This design comes from an exercise in tuning for small area on the open sky130 flow, not from production work. The RTL was checked by simulation tests, not by an equivalence proof against the original design.

==> flow/design.v, too long to show whole: its modules and the start of the top module <==
// module agc_fa: 10 lines
// module agc_ha: 9 lines
// module Test1: 8402 lines
module Test1 (
    input  wire        clk,
    input  wire        rst,
    input  wire [15:0] s_chans_dataI,
    input  wire [15:0] s_chans_dataQ,
    input  wire        s_chans_valid,
    input  wire [12:0] Filter_Coefficient,
    input  wire [12:0] Error_Coefficient,
    input  wire [7:0]  R_level,
    output wire        Valid_Out,
    output wire [25:0] OutputI,
    output wire [25:0] OutputQ
);
  // ...
==> flow/run.sh <==
#!/bin/bash
# synth_recipe.tcl (not shown) runs the flow's synth.tcl, then flattens the netlist and writes it again
# the make line also repeats each setting of config.mk as NAME=value (left out here)
make -C /OpenROAD-flow-scripts/flow DESIGN_CONFIG=/design/flow/config.mk WORK_HOME=/design/flow/orfs CLKGATE_MAP_FILE= SYNTH_SCRIPT=/design/flow/synth_recipe.tcl finish
==> flow/config.mk <==
export PLATFORM = sky130hd
export DESIGN_NAME = Test1
export DESIGN_NICKNAME = Test1
export VERILOG_FILES = /design/flow/design.v
export SDC_FILE = /design/flow/constraint.sdc
export NUM_CORES = 4
export LEC_CHECK = 0
export CAP_MARGIN = 20
export CORE_MARGIN = 2
export CORE_UTILIZATION = 40
export SLEW_MARGIN = 20
export SYNTH_HIERARCHICAL = 1
==> flow/constraint.sdc <==
create_clock -name core_clock -period 10.0 [get_ports {clk}]
set_input_delay 2.0000 -clock core_clock [delete_from_list [all_inputs] [get_ports {clk}]]
set_output_delay 2.0000 -clock core_clock [all_outputs]
set_load 0.01 [all_outputs]
==> reports/results.md, run 1 <==
Critical path
• **terminus of the critical flop-to-flop path** ema_Data[25]
• **standard cell with the maximum stage delay on the critical path** sky130_fd_sc_hd__dfxtp_2
• **largest fanout on the critical path** 27
• **launch point of the critical path** received_Qsignal_d[7]
• **CP endpoint kind** flop
• **r2r worst-path depth** 32
• **required arrival time at the worst endpoint** 10.40 ns
• **Buffers & Inverters on Critical Path** 2
• **Worst Path Arrival** 9.71 ns

Clock network
• **Num CTS Buffers** 51
• **clk buf depth** 3
• **clock transition time at the flip-flop clock pins of the worst setup and hold paths** 0.08 ns
• **root buffer cell** sky130_fd_sc_hd__clkbuf_16

Synthesis
• **post-synth design cell area** 49800 sq um
• **Syn Nets** 6044
• **ranking of synthesized cells by area** sky130_fd_sc_hd__fa_1 (26%), sky130_fd_sc_hd__dfxtp_1 (15%), sky130_fd_sc_hd__xnor2_1 (13%)
• **register area share after synthesis** 18.9%
• **synthesis warning total** 7
• **synthesized flop and latch total** 439
• **xor/xnor cell area share of the yosys netlist** 15.3%
• **mux contribution to synthesized area** 1.76%

Finish
• **design area** 54400 sq um
• **sequential cell area share** 17.3%
• **share of layout cells above drive strength 1** 6.36%
• **signal buffers share of area** 4.13%

Floorplanning
• **die width** 357 um
• **Placement Rows** 129
• **die area** 127000 sq um
• **Core ar.** 124000 sq um

Placed design
• **placed insts** 6417
• **Placer Congestion** 0.919
• **post-placement cell area** 52600 sq um
• **number of port buffers** 121

Routing
• **total number of vias** 37466
• **first-pass detailed-route iteration total** 6
• **routed length per placed instance** 23.6 um

Outcome
• **status** timing/DRC/antenna clean

STA
• **accumulated negative setup slack** 0 ns
• **final max-slew violation count** 0
• **highest achievable clock rate** 0.107 GHz
• **setup violation total in the final timing report** 0

GRT
• **global-route track usage on met2** 38.0%

==> run 2, diff against run 1 <==
--- a/flow/config.mk
+++ b/flow/config.mk
@@ -7,6 +7,7 @@
 export LEC_CHECK = 0
 export CAP_MARGIN = 20
 export CORE_MARGIN = 2
-export CORE_UTILIZATION = 40
+export CORE_UTILIZATION = 60
+export CTS_BUF_LIST = sky130_fd_sc_hd__clkbuf_4 sky130_fd_sc_hd__clkbuf_8
 export SLEW_MARGIN = 20
 export SYNTH_HIERARCHICAL = 1
==> reports/results.md, run 2 <==
Outcome
• **status** timing/DRC/antenna clean, unchanged

Finish
• **Storage cell area** 9430 sq um, about the same
• **registers with the most flip-flops** ema_accum x41, ema_c x41, unchanged
• **Finished Core Util** 65.2%, was 44.0%
• **area of the multi-input gates** 38000 sq um, about the same
• **commonest cells after routing, fill and taps aside** sky130_fd_sc_hd__xnor2_1 (767), sky130_fd_sc_hd__fa_1 (655), sky130_fd_sc_hd__a22oi_1 (624), unchanged
• **Cell Count, Final, Fillers Out** 5991, was 6511
• **leading cell type in the layout, fill and taps excluded** sky130_fd_sc_hd__xnor2_1, unchanged
• **share of layout cells above drive strength 1** 7.32%, was 6.36%
• **Filler Cell Count** 6878, was 11916
• **design area** 53600 sq um, was 54400 sq um
• **nets@finish** 5950, was 5925
• **Area growth, synth to finish** 7.57%, was 9.20%

Synthesis
• **synthesized flop and latch total** 439, unchanged
• **post-synthesis cell type with the largest combined area** sky130_fd_sc_hd__fa_1, unchanged
• **most instantiated flip-flop cell in the synthesis netlist** sky130_fd_sc_hd__dfxtp_1, unchanged
• **ys async rst share** 0%, unchanged
• **ranking of synthesized cells by area** sky130_fd_sc_hd__fa_1 (26%), sky130_fd_sc_hd__dfxtp_1 (15%), sky130_fd_sc_hd__xnor2_1 (13%), unchanged
• **Yosys cell types** 71, unchanged
• **Syn Area/Cell** 10.1 sq um, unchanged
• **Post-synth EDFFs** 60, unchanged
• **Syn Nets** 6044, unchanged
• **Syn Inst Count** 4952, unchanged
• **post-synth design cell area** 49800 sq um, unchanged
• **synthesis warning total** 7, unchanged
• **leading cell type by number of instances after synthesis** sky130_fd_sc_hd__xnor2_1, unchanged
• **area share of the largest cell type after synthesis** 26.3%, unchanged
• **register area share after synthesis** 18.9%, unchanged
• **commonest cells in the synthesized netlist** sky130_fd_sc_hd__xnor2_1 (767), sky130_fd_sc_hd__fa_1 (655), sky130_fd_sc_hd__a22oi_1 (624), sky130_fd_sc_hd__dfxtp_1 (379), sky130_fd_sc_hd__ha_1 (368), unchanged

GRT
• **total global routing overflow** 0, unchanged
• **busiest metal layer after global routing** met2, unchanged
• **largest net degree at the start of global routing** 57, unchanged
• **global-route track usage on met2** 55.4%, was 38.0%
• **met3 track demand over resource** 7.50%, was 4.80%
• **met1 usage** 48.8%, was 32.9%
• **number of antenna violations at the first check in global routing** 3, was 12
• **via count of the first global-routing pass** 37713, was 38400
• **global-route usage over all layers** 35.3%, was 24.2%
• **wire length of the first global-routing pass** 231000 um, was 237000 um

Flow run
• **maxcap violations** 0, unchanged

Placed design
• **placed insts** 5848, was 6417
• **post-placement cell area** 51800 sq um, was 52600 sq um
• **number of port buffers** 121, unchanged
• **final HPWL from detailed placement** 110000 um, was 114000 um
• **worst setup slack after placement** 0.857 ns, was 0.860 ns
• **Placer Congestion** 0.961, was 0.919

Floorplanning
• **die height** 292 um, was 357 um
• **Core ar.** 82100 sq um, was 124000 sq um
• **die width** 292 um, was 357 um
• **count of pins on the block boundary** 122, unchanged
• **Placement Rows** 105, was 129
• **die area** 85300 sq um, was 127000 sq um
• **Initial Util** 60.6%, was 40.3%

STA
• **accumulated negative setup slack** 0 ns, unchanged
• **clock skew after layout** 0.0458 ns, was 0.0582 ns
• **highest achievable clock rate** 0.109 GHz, was 0.107 GHz
• **final period demand of the worst path** 9.15 ns, was 9.31 ns
• **share of the cycle needed by the critical path after routing** 91.5%, was 93.1%
• **setup violation total in the final timing report** 0, unchanged
• **Hold Slack** 0.294 ns, was 0.317 ns
• **headroom to the max-slew limit** 24.9%, was 24.0%
• **minimum setup slack in the final design** 0.854 ns, was 0.690 ns
• **final max-slew violation count** 0, unchanged
• **unrepaired setup endpoints after global routing** no, unchanged
• **final hold vios** 0, unchanged
• **transition time of the tightest slew-check pin** 1.13 ns, was 1.14 ns

Critical path
• **standard cell with the maximum stage delay on the critical path** sky130_fd_sc_hd__dfxtp_1, was sky130_fd_sc_hd__dfxtp_2
• **required arrival time at the worst endpoint** 10.48 ns, was 10.40 ns
• **Most common cell on crit path** sky130_fd_sc_hd__fa_1, was sky130_fd_sc_hd__ha_1
• **Worst Path Arrival** 9.63 ns, was 9.71 ns
• **CP endpoint kind** flop, unchanged
• **register-to-register path setup slack** 0.85 ns, was 0.69 ns
• **crit-path max cell delay** 0.74 ns, was 0.65 ns
• **terminus of the critical flop-to-flop path** ema_Data[25], unchanged
• **largest fanout on the critical path** 22, was 27
• **startpoint kind of the worst setup timing path** flop, unchanged
• **launching point of the worst reg2reg path** received_Isignal_d[1], was received_Qsignal_d[7]
• **r2r worst-path depth** 31, was 32
• **critical path type** flop to flop, unchanged

Clock network
• **Max H-tree Level** 3, was 2
• **number of setup buffers added after CTS** 0, unchanged
• **clock transition time at the flip-flop clock pins of the worst setup and hold paths** 0.06 ns, was 0.08 ns
• **clock tree from TritonCTS** yes, unchanged
• **Num CTS Buffers** 77, was 51
• **root buffer cell** sky130_fd_sc_hd__clkbuf_8, was sky130_fd_sc_hd__clkbuf_16
• **number of instances resized during post-cts repair** 0, unchanged
• **number of clock sinks** 439, unchanged
• **clk buf depth** 3, unchanged
• **cts-stage hold buffer count** 0, unchanged
• **later-pin clock latency in the skew report** 0.74 ns, was 0.68 ns

Min path
• **Hold Path Depth** 0, unchanged
• **worst hold start** err_Diff[22], was err_Diff[18]
• **worst hold path class** flop to flop, unchanged
• **terminating pin of the worst hold path** err_Pread[22], was err_Pread[18]

Routing
• **via/cell ratio** 6.27, was 5.75
• **iteration-0 DRC count of the detailed router** 3471, was 3376
• **first-pass detailed-route iteration total** 6, unchanged
• **number of nets with antenna violations after routing** 0, unchanged
• **routed length per placed instance** 24.9 um, was 23.6 um
• **detailed-route wire length** 149000 um, was 154000 um
• **number of remaining DRC errors** 0, unchanged
• **total number of vias** 37590, was 37466

## run 2: cell counts after synthesis
No cell type changed its count.
## run 2: layout make-up
| type | instances | share of cell area [%] |
|---|---|---|
| Antenna cell | 2 | 0.00934 |
| Clock buffer | 117 | 2.70 |
| Clock inverter | 23 | 0.540 |
| Inverter | 227 | 1.59 |
| Multi-Input combinational cell | 3859 | 70.9 |
| Sequential cell | 439 | 17.6 |
| Tap cell | 1070 | 2.50 |
| Timing Repair Buffer | 254 | 4.17 |
## run 2: Yosys stat by module (local to each module, per instance)
module / cells inside / cell area, sq um / times used
agc_fa: 1 / 20.0 / 627
Test1: 4234 / 36100 / 1
agc_ha: 1 / 12.5 / 91
## run 2: layer usage
metal	part of all wire [%]	vias to the layer above
met5	0	-
met4	3.5	0
met3	9.0	269
met2	45	1693
met1	42	18704
li1	-	16924
## run 2: kinds of logic after synthesis
group | count (synthesis) | share of synthesized area (%)
xor+xnor | 870 | 15.3
mux | 84 | 1.76
fa+ha+maj | 1023 | 35.6
compound gates | 1180 | 16.7
flops | 439 | 18.9
buf+inv | 654 | 4.94
simple gates | 702 | 6.82
## run 2: critical path, delay by kind of cell (launching register included)
family,cells,cell delay (ns)
xor+xnor,4,1.09
buf+inv,4,0.65
compound gates,11,2.21
simple gates,4,0.65
flops,1,0.74
fa+ha+maj,8,3.56
## run 2: worst max-delay path by stage
stage | slack, ns | depth (start not counted) | from | end
2_1_floorplan | 1.56 | 33 | received_Qsignal_d[13] | ema_Data[25]
3_3_place_gp | 0.96 | 31 | received_Isignal_d[1] | ema_Data[25]
3_5_place_dp | 0.86 | 31 | received_Isignal_d[1] | ema_Data[26]
4_1_cts | 0.88 | 31 | received_Isignal_d[1] | ema_Data[26]
5_1_grt | 0.36 | 31 | received_Isignal_d[1] | ema_Data[25]
6_report | 0.85 | 31 | received_Isignal_d[1] | ema_Data[25]

-- afterwards: timing with drivers on the ports --
The results above use ideal ports. As a check the final layouts listed here were re-extracted and re-timed, cells and wires unchanged. Step 1, drivers: a clkbuf_16 drives clk and a buf_2 each remaining input, both assumed. Step 2, shift: input delay + t, output delay - t, t = (earliest + latest rising clock arrival at the registers) / 2. This alone moves slack from input paths to output paths. Slacks: no drivers / after step 1 / after step 2; pairs: no drivers / after step 1.
run	t (ns)	setup WS [ns]	clock arrival spread, ns	worst slew at a driven data input, ns
run 1	0.726	0.690 / 0.690 / 0.690	0.059 / 0.058	0.07
run 2	0.783	0.854 / 0.854 / 0.854	0.049 / 0.048	0.08
After both steps every run listed still meets setup and hold.
